This design comes from an exercise in tuning for small area on the open sky130 flow, not from production work. For this run, only the layout was checked, not whether the RTL still works.

<file path="design/flow/design.v">
module cr_xor #(parameter W = 8) (
  input  [W-1:0] a,
  input  [W-1:0] b,
  output [W-1:0] y
);
  assign y = a ^ b;
endmodule
module cr_xnor #(parameter W = 8) (
  input  [W-1:0] a,
  input  [W-1:0] b,
  output [W-1:0] y
);
  assign y = ~(a ^ b);
endmodule
module cr_cmux (
  input  s,
  input  a1,
  input  a0,
  output y
);
  assign y = ~(s ? a1 : a0);
endmodule
module cr_addn #(parameter N = 16) (
  input  [N-1:0] a,
  input  [N-1:0] bn,
  input          cin,
  output [N-1:0] s,
  output         co
);
  wire [N-1:0] p;       
  wire [N:0]   c;
  assign c[0] = cin;
  genvar i;
  generate
    for (i = 0; i < N; i = i + 1) begin : g_b
      if (i % 2 == 0) begin : g_e
        cr_xor  #(.W(1)) u_p (.a(a[i]), .b(bn[i]), .y(p[i]));
        cr_xor  #(.W(1)) u_s (.a(p[i]), .b(c[i]),  .y(s[i]));
      end else begin : g_o
        cr_xnor #(.W(1)) u_p (.a(a[i]), .b(bn[i]), .y(p[i]));
        cr_xnor #(.W(1)) u_s (.a(p[i]), .b(c[i]),  .y(s[i]));
      end
      cr_cmux u_c (.s(p[i]), .a1(c[i]), .a0(bn[i]), .y(c[i+1]));
    end
  endgenerate
  assign co = c[N];
endmodule
module cr_prefix #(parameter W = 8) (
  input  [W-1:0] x,
  output [W-1:0] a1,
  output [W-1:0] a0
);
  assign a1[0] = 1'b1;
  assign a0[0] = 1'b1;
  genvar i;
  generate
    for (i = 1; i < W; i = i + 1) begin : g_b
      assign a1[i] = a1[i-1] & x[i-1];
      assign a0[i] = a0[i-1] & ~x[i-1];
    end
  endgenerate
endmodule
module cr_idbit (
  input  x,
  input  a1,
  input  a0,
  input  inc,
  input  dec,
  output y
);
  assign y = x ^ ((inc & a1) | (dec & a0));
endmodule
module cr_incdec #(parameter W = 8) (
  input  [W-1:0] x,
  input          inc,
  input          dec,
  output [W-1:0] y
);
  wire [W-1:0] a1, a0;
  cr_prefix #(.W(W)) u_p (.x(x), .a1(a1), .a0(a0));
  genvar i;
  generate
    for (i = 0; i < W; i = i + 1) begin : g_b
      cr_idbit u_b (.x(x[i]), .a1(a1[i]), .a0(a0[i]), .inc(inc), .dec(dec), .y(y[i]));
    end
  endgenerate
endmodule
module cr_addsh #(parameter K = 1, parameter FAST = 0) (
  input  [15:0] a,
  input  [15:0] b,       
  input         inv,     
  output [15:0] s
);
  localparam [15:0] ODD = 16'haaaa;
  wire [15:0] bs = $signed(b) >>> K;
  generate
    if (FAST) begin : g_f
      localparam N = 16 - K;
      wire co;
      cr_addn #(.N(N)) u_lo (.a(a[N-1:0]), .bn(bs[N-1:0] ^ {N{inv}} ^ ODD[N-1:0]),
                             .cin(inv), .s(s[N-1:0]), .co(co));
      wire cl = (N % 2) ? ~co : co;    
      wire sg = b[15] ^ inv;           
      cr_incdec #(.W(K)) u_hi (.x(a[15:N]), .inc(cl & ~sg), .dec(~cl & sg), .y(s[15:N]));
    end else begin : g_r
      wire co;
      cr_addn #(.N(16)) u_a (.a(a), .bn(bs ^ {16{inv}} ^ ODD), .cin(inv), .s(s), .co(co));
    end
  endgenerate
endmodule
module cr_step #(parameter K = 1, parameter FAST = 0) (
  input  [15:0] x,
  input  [15:0] y,
  input         dir,
  output [15:0] xo,
  output [15:0] yo
);
  cr_addsh #(.K(K), .FAST(FAST)) u_x (.a(x), .b(y), .inv(dir),  .s(xo));
  cr_addsh #(.K(K), .FAST(FAST)) u_y (.a(y), .b(x), .inv(~dir), .s(yo));
endmodule
module cordic (
  input                clk,
  input                reset,
  input                operands_val,
  input  signed [15:0] x_start,
  input  signed [15:0] y_start,
  input  signed [15:0] angle,
  output signed [15:0] sine,
  output signed [15:0] cosine,
  output               out_valid
);
  reg [7:0] vld;
  always @(posedge clk) begin
    if (reset) vld <= 8'd0;
    else       vld <= {vld[6:0], operands_val};
  end
  assign out_valid = vld[7];
  wire [15:0] t0 = angle - 16'd12868;
  wire [15:0] x0, y0;
  cr_addsh #(.K(0)) u_x0 (.a(x_start), .b(y_start), .inv(1'b1), .s(x0));
  cr_addsh #(.K(0)) u_y0 (.a(x_start), .b(y_start), .inv(1'b0), .s(y0));
  wire [15:0] t1 = t0 + ({16{~t0[15]}} ^ 16'd7596) + {15'd0, ~t0[15]};
  reg [15:0] xr0, yr0;
  reg [15:0] tr0;
  reg [1:1] dr0;
  always @(posedge clk) begin
    xr0 <= x0;
    yr0 <= y0;
    tr0 <= t1;
    dr0 <= {~t0[15]};
  end
  wire [15:0] x1, y1;
  cr_step #(.K(1), .FAST(0)) u_s1 (.x(xr0), .y(yr0), .dir(dr0[1]), .xo(x1), .yo(y1));
  wire [15:0] x2, y2;
  cr_step #(.K(2), .FAST(1)) u_s2 (.x(x1), .y(y1), .dir(~tr0[15]), .xo(x2), .yo(y2));
  wire [15:0] t2 = tr0 + ({16{~tr0[15]}} ^ 16'd4013) + {15'd0, ~tr0[15]};
  wire [15:0] t3 = t2 + ({16{~t2[15]}} ^ 16'd2037) + {15'd0, ~t2[15]};
  reg [15:0] xr1, yr1;
  reg [15:0] tr1;
  reg [3:3] dr1;
  always @(posedge clk) begin
    xr1 <= x2;
    yr1 <= y2;
    tr1 <= t3;
    dr1 <= {~t2[15]};
  end
  wire [15:0] x3, y3;
  cr_step #(.K(3), .FAST(1)) u_s3 (.x(xr1), .y(yr1), .dir(dr1[3]), .xo(x3), .yo(y3));
  wire [15:0] x4, y4;
  cr_step #(.K(4), .FAST(1)) u_s4 (.x(x3), .y(y3), .dir(~tr1[15]), .xo(x4), .yo(y4));
  wire [15:0] t4 = tr1 + ({16{~tr1[15]}} ^ 16'd1022) + {15'd0, ~tr1[15]};
  wire        t4_hi = ~t4[15] & (|t4[14:10]);
  wire        t4_lo =  t4[15] & ~(&t4[14:10]);
  wire [10:0] u_dir = t4_hi ? 11'h7ff : t4_lo ? 11'h000 : {~t4[10], t4[9:0]};
  reg [15:0] xr2, yr2;
  reg [15:5] dr2;
  always @(posedge clk) begin
    xr2 <= x4;
    yr2 <= y4;
    dr2 <= {u_dir[0], u_dir[1], u_dir[2], u_dir[3], u_dir[4], u_dir[5], u_dir[6], u_dir[7], u_dir[8], u_dir[9], u_dir[10]};
  end
  wire [15:0] x5, y5;
  cr_step #(.K(5), .FAST(1)) u_s5 (.x(xr2), .y(yr2), .dir(dr2[5]), .xo(x5), .yo(y5));
  wire [15:0] x6, y6;
  cr_step #(.K(6), .FAST(1)) u_s6 (.x(x5), .y(y5), .dir(dr2[6]), .xo(x6), .yo(y6));
  reg [15:0] xr3, yr3;
  reg [15:7] dr3;
  always @(posedge clk) begin
    xr3 <= x6;
    yr3 <= y6;
    dr3 <= {dr2[15], dr2[14], dr2[13], dr2[12], dr2[11], dr2[10], dr2[9], dr2[8], dr2[7]};
  end
  wire [15:0] x7, y7;
  cr_step #(.K(7), .FAST(1)) u_s7 (.x(xr3), .y(yr3), .dir(dr3[7]), .xo(x7), .yo(y7));
  wire [15:0] x8, y8;
  cr_step #(.K(8), .FAST(1)) u_s8 (.x(x7), .y(y7), .dir(dr3[8]), .xo(x8), .yo(y8));
  reg [15:0] xr4, yr4;
  reg [15:9] dr4;
  always @(posedge clk) begin
    xr4 <= x8;
    yr4 <= y8;
    dr4 <= {dr3[15], dr3[14], dr3[13], dr3[12], dr3[11], dr3[10], dr3[9]};
  end
  wire [15:0] x9, y9;
  cr_step #(.K(9), .FAST(1)) u_s9 (.x(xr4), .y(yr4), .dir(dr4[9]), .xo(x9), .yo(y9));
  wire [15:0] x10, y10;
  cr_step #(.K(10), .FAST(1)) u_s10 (.x(x9), .y(y9), .dir(dr4[10]), .xo(x10), .yo(y10));
  reg [15:0] xr5, yr5;
  reg [15:11] dr5;
  always @(posedge clk) begin
    xr5 <= x10;
    yr5 <= y10;
    dr5 <= {dr4[15], dr4[14], dr4[13], dr4[12], dr4[11]};
  end
  wire [15:0] x11, y11;
  cr_step #(.K(11), .FAST(1)) u_s11 (.x(xr5), .y(yr5), .dir(dr5[11]), .xo(x11), .yo(y11));
  wire [15:0] x12, y12;
  cr_step #(.K(12), .FAST(1)) u_s12 (.x(x11), .y(y11), .dir(dr5[12]), .xo(x12), .yo(y12));
  reg [15:0] xr6, yr6;
  reg [15:13] dr6;
  always @(posedge clk) begin
    xr6 <= x12;
    yr6 <= y12;
    dr6 <= {dr5[15], dr5[14], dr5[13]};
  end
  wire [15:0] x13, y13;
  cr_step #(.K(13), .FAST(1)) u_s13 (.x(xr6), .y(yr6), .dir(dr6[13]), .xo(x13), .yo(y13));
  wire [15:0] x14, y14;
  cr_step #(.K(14), .FAST(1)) u_s14 (.x(x13), .y(y13), .dir(dr6[14]), .xo(x14), .yo(y14));
  reg [15:0] xr7, yr7;
  reg [15:15] dr7;
  always @(posedge clk) begin
    xr7 <= x14;
    yr7 <= y14;
    dr7 <= {dr6[15]};
  end
  wire [15:0] x15, y15;
  cr_step #(.K(15), .FAST(1)) u_s15 (.x(xr7), .y(yr7), .dir(dr7[15]), .xo(x15), .yo(y15));
  assign cosine = x15;
  assign sine   = y15;
endmodule
</file>
<file path="design/flow/run.sh">
#!/bin/bash
# synth_recipe.tcl (not shown) runs the flow's synth.tcl, then flattens the netlist and writes it again
# the make line also repeats each setting of config.mk as NAME=value (left out here)
make -C /OpenROAD-flow-scripts/flow DESIGN_CONFIG=/design/flow/config.mk WORK_HOME=/design/flow/orfs CLKGATE_MAP_FILE= SYNTH_SCRIPT=/design/flow/synth_recipe.tcl finish
</file>
<file path="design/flow/config.mk">
export PLATFORM = sky130hd
export DESIGN_NAME = cordic
export DESIGN_NICKNAME = cordic
export VERILOG_FILES = /design/flow/design.v
export SDC_FILE = /design/flow/constraint.sdc
export NUM_CORES = 4
export LEC_CHECK = 0
export CAP_MARGIN = 20
export CORE_MARGIN = 2
export CORE_UTILIZATION = 50
export SLEW_MARGIN = 20
export SYNTH_HIERARCHICAL = 1
export SYNTH_MINIMUM_KEEP_SIZE = 0
</file>
<file path="design/flow/constraint.sdc">
create_clock -name core_clock -period 5.0 [get_ports {clk}]
set_input_delay 1.0000 -clock core_clock [delete_from_list [all_inputs] [get_ports {clk}]]
set_output_delay 1.0000 -clock core_clock [all_outputs]
set_load 0.01 [all_outputs]
</file>
==> run notes <==
[per-layer routing]
metal  GRT usage (%)  vias to the layer above  part of all wire, %
li1                -                    12500                    -
met1            24.8                    11800                   41
met2            42.3                      294                   54
met3            2.34                      131                  2.1
met4            7.13                        2                  2.8
met5               0                        -                0.018
[layout make-up]
type                       count  area share (%)
clock buffer                  52            2.70
clock inverter                21           0.694
inverter                     128            1.23
multi-input combinational   2572            57.9
sequential                   334            16.2
tap                          782            2.36
timing repair buffer         995            18.9
[placed cells by master (no fill, tap or decap), types with 29 or more instances in the layout]
cell / count
a21oi_1: 38
a22oi_2: 238
and2_1: 29
and3_1: 33
buf_4: 893
clkbuf_16: 42
clkdlybuf4s50_1: 83
conb_1: 62
dfxtp_1: 321
ha_1: 47
inv_1: 119
mux2i_1: 249
nand2_1: 64
nor2_1: 135
nor3_1: 93
xnor2_1: 566
xnor2_2: 94
xor2_1: 364
xor2_2: 67
[worst register-to-register path, delay by kind of cell (launching register included)]
kind	cells	cell delay [ns]
flip-flops	1	0.38
XOR/XNOR	6	1.28
AND/OR/NAND/NOR	1	0.10
multiplexers	15	3.12
buffers and inverters	5	0.68
AO/OA/AOI/OAI	1	0.06
[stage by stage]
stage                     setup WS [ns]  std cells  TNS [ns]
after detailed placement         -0.558       4430    -21.24
final                            -0.730       4884    -27.41
after CTS                        -0.295       4819     -8.93
after floorplan                  -0.671       3175    -21.45
after global routing              -1.19       4884    -59.00
after global placement           -0.399       4430     -8.25
[path summary, 6_finish.rpt]
path                start  endpoint  slack, ns  depth (start not counted)
setup / recovery   dr3[7]   xr4[14]      -0.73                         28
hold / removal    dr4[11]   dr5[11]       0.33                          0
setup reg to reg   dr3[7]   xr4[14]      -0.73                         28
hold reg to reg   dr4[11]   dr5[11]       0.33                          0
[repair_timing]
action / in CTS / in global routing
pin swaps: 162 / 154
endpoints found under the setup margin: 74 / 121
resized for setup: 97 / 157
setup buffers: 315 / 123
endpoints found under the hold margin: 0 / 0
gates cloned: 2 / 1
==> results by group <==
STA
  • Measured slew at the worst slew-check pin: 0.909 ns
  • Post-route setup slack: -0.730 ns
  • Pins over their slew limit: 0
  • Final hold vios: 0
  • Slew margin rel.: 39.2%
  • Hold Slack: 0.325 ns
  • Tcrit/Tclk final: 115%
  • RSZ-0062 raised after global routing: true
  • Max Fclk: 175 MHz
  • Minimum clock period: 5.73 ns
  • Final Skew: 0.0192 ns
  • # setup viols final: 73

Floorplan
  • Core area: 60200 sq um
  • Die Width: 250 um
  • Row cnt: 90
  • Die area: 62700 sq um
  • Starting Density: 50.4%
  • Die H: 250 um
  • IO Count: 84

Run status
  • Layout Check Fail Reasons: setup timing
  • Outcome: finished with violations

Synth
  • Post-Synthesis Cell Area: 30400 sq um
  • Synth warnings: 7
  • Syn Area/Cell: 9.66 sq um
  • Syn Inst Count: 3143

CTS
  • Clock slew at reported path FFs: 0.06 ns
  • Worst-case clock buffer depth: 3
  • CTS tree: built
  • Hold-fix buffers at CTS: 0
  • CTS sink cnt: 334
  • Worst skew pair latency: 0.57 ns
  • Root Driver: clkbuf_16
  • Htree depth: 2
  • Cts bufs inserted: 40

Placed design
  • Cell Area, Placed: 35400 sq um
  • Routability cong.: 0.838
  • # port buffers: 83
  • Detailed Place HPWL: 51500 um

Setup path
  • Crit path DAT: 6.18 ns
  • Slowest stage delay, CP: 0.38 ns
  • Endpoint type of the worst setup path: flip-flop
  • CP max stage cell: dfxtp_4
  • CP delay by family, top: multiplexers
  • Worst setup SP type: flip-flop
  • CP bufs+invs: 5
  • Req. time, crit path: 5.45 ns
  • CP dominant cell by count: mux2i_1
  • CP Class: reg2reg
  • Worst-path fanout max: 7

Route
  • DR iter-0 viols: 948
  • Vias: 24700
  • Pre-Repair DR Iteration Count: 5
  • # DRC: 0
  • Total Wirelength: 72800 um
  • WL/cell: 14.9 um
  • Vias/cell: 5.05
  • ANT nets after route: 0

Finish
  • Share of layout cells above drive strength 1: 40.4%
  • Post-route cell area: 41500 sq um
  • NumNets Final: 4170
  • Synth-to-layout area growth: 36.5%
  • FILL cells: 4475
  • Sequential cell area: 6720 sq um
  • Area taken by multi-input logic gates: 24000 sq um
  • # diodes: 0
  • Final core occ: 68.8%

Worst hold path
  • Hold Path Class: reg2reg

Global route
  • Vias in the first global route: 25100
  • All-layer global routing usage: 21.8%
  • Initial antenna violation count: 1
  • Largest net degree at the start of global routing: 20
  • Overflow after GRT: 0
  • First-pass GRT wire length: 116000 um

Job
  • Max-cap violation count: 0

[afterwards: timing with drivers on the ports]
In the flow no input, the clock included, has a driving cell. The finished layout below was timed again as built, in two steps.
Step 1 (the two cells are an assumption about what drives the block):
set clk [get_ports {clk}]
set_driving_cell -lib_cell sky130_fd_sc_hd__clkbuf_16 $clk
set_driving_cell -lib_cell sky130_fd_sc_hd__buf_2 [delete_from_list [all_inputs] $clk]
Step 2 also shifts input and output timing later by t, the mid clock arrival at the registers, as if the neighbouring blocks saw the same clock.
Three values: ideal, step 1, step 2; two values: the first two.
shift t [ns]: 0.619
setup slack, ns: -0.730 / -0.730 / -0.730
hold slack, ns: 0.325 / 0.325 / 0.325
worst setup path at the end: register to register
The setup slack of this run moves by 0.000 ns with the drivers and by 0.000 ns with both steps.
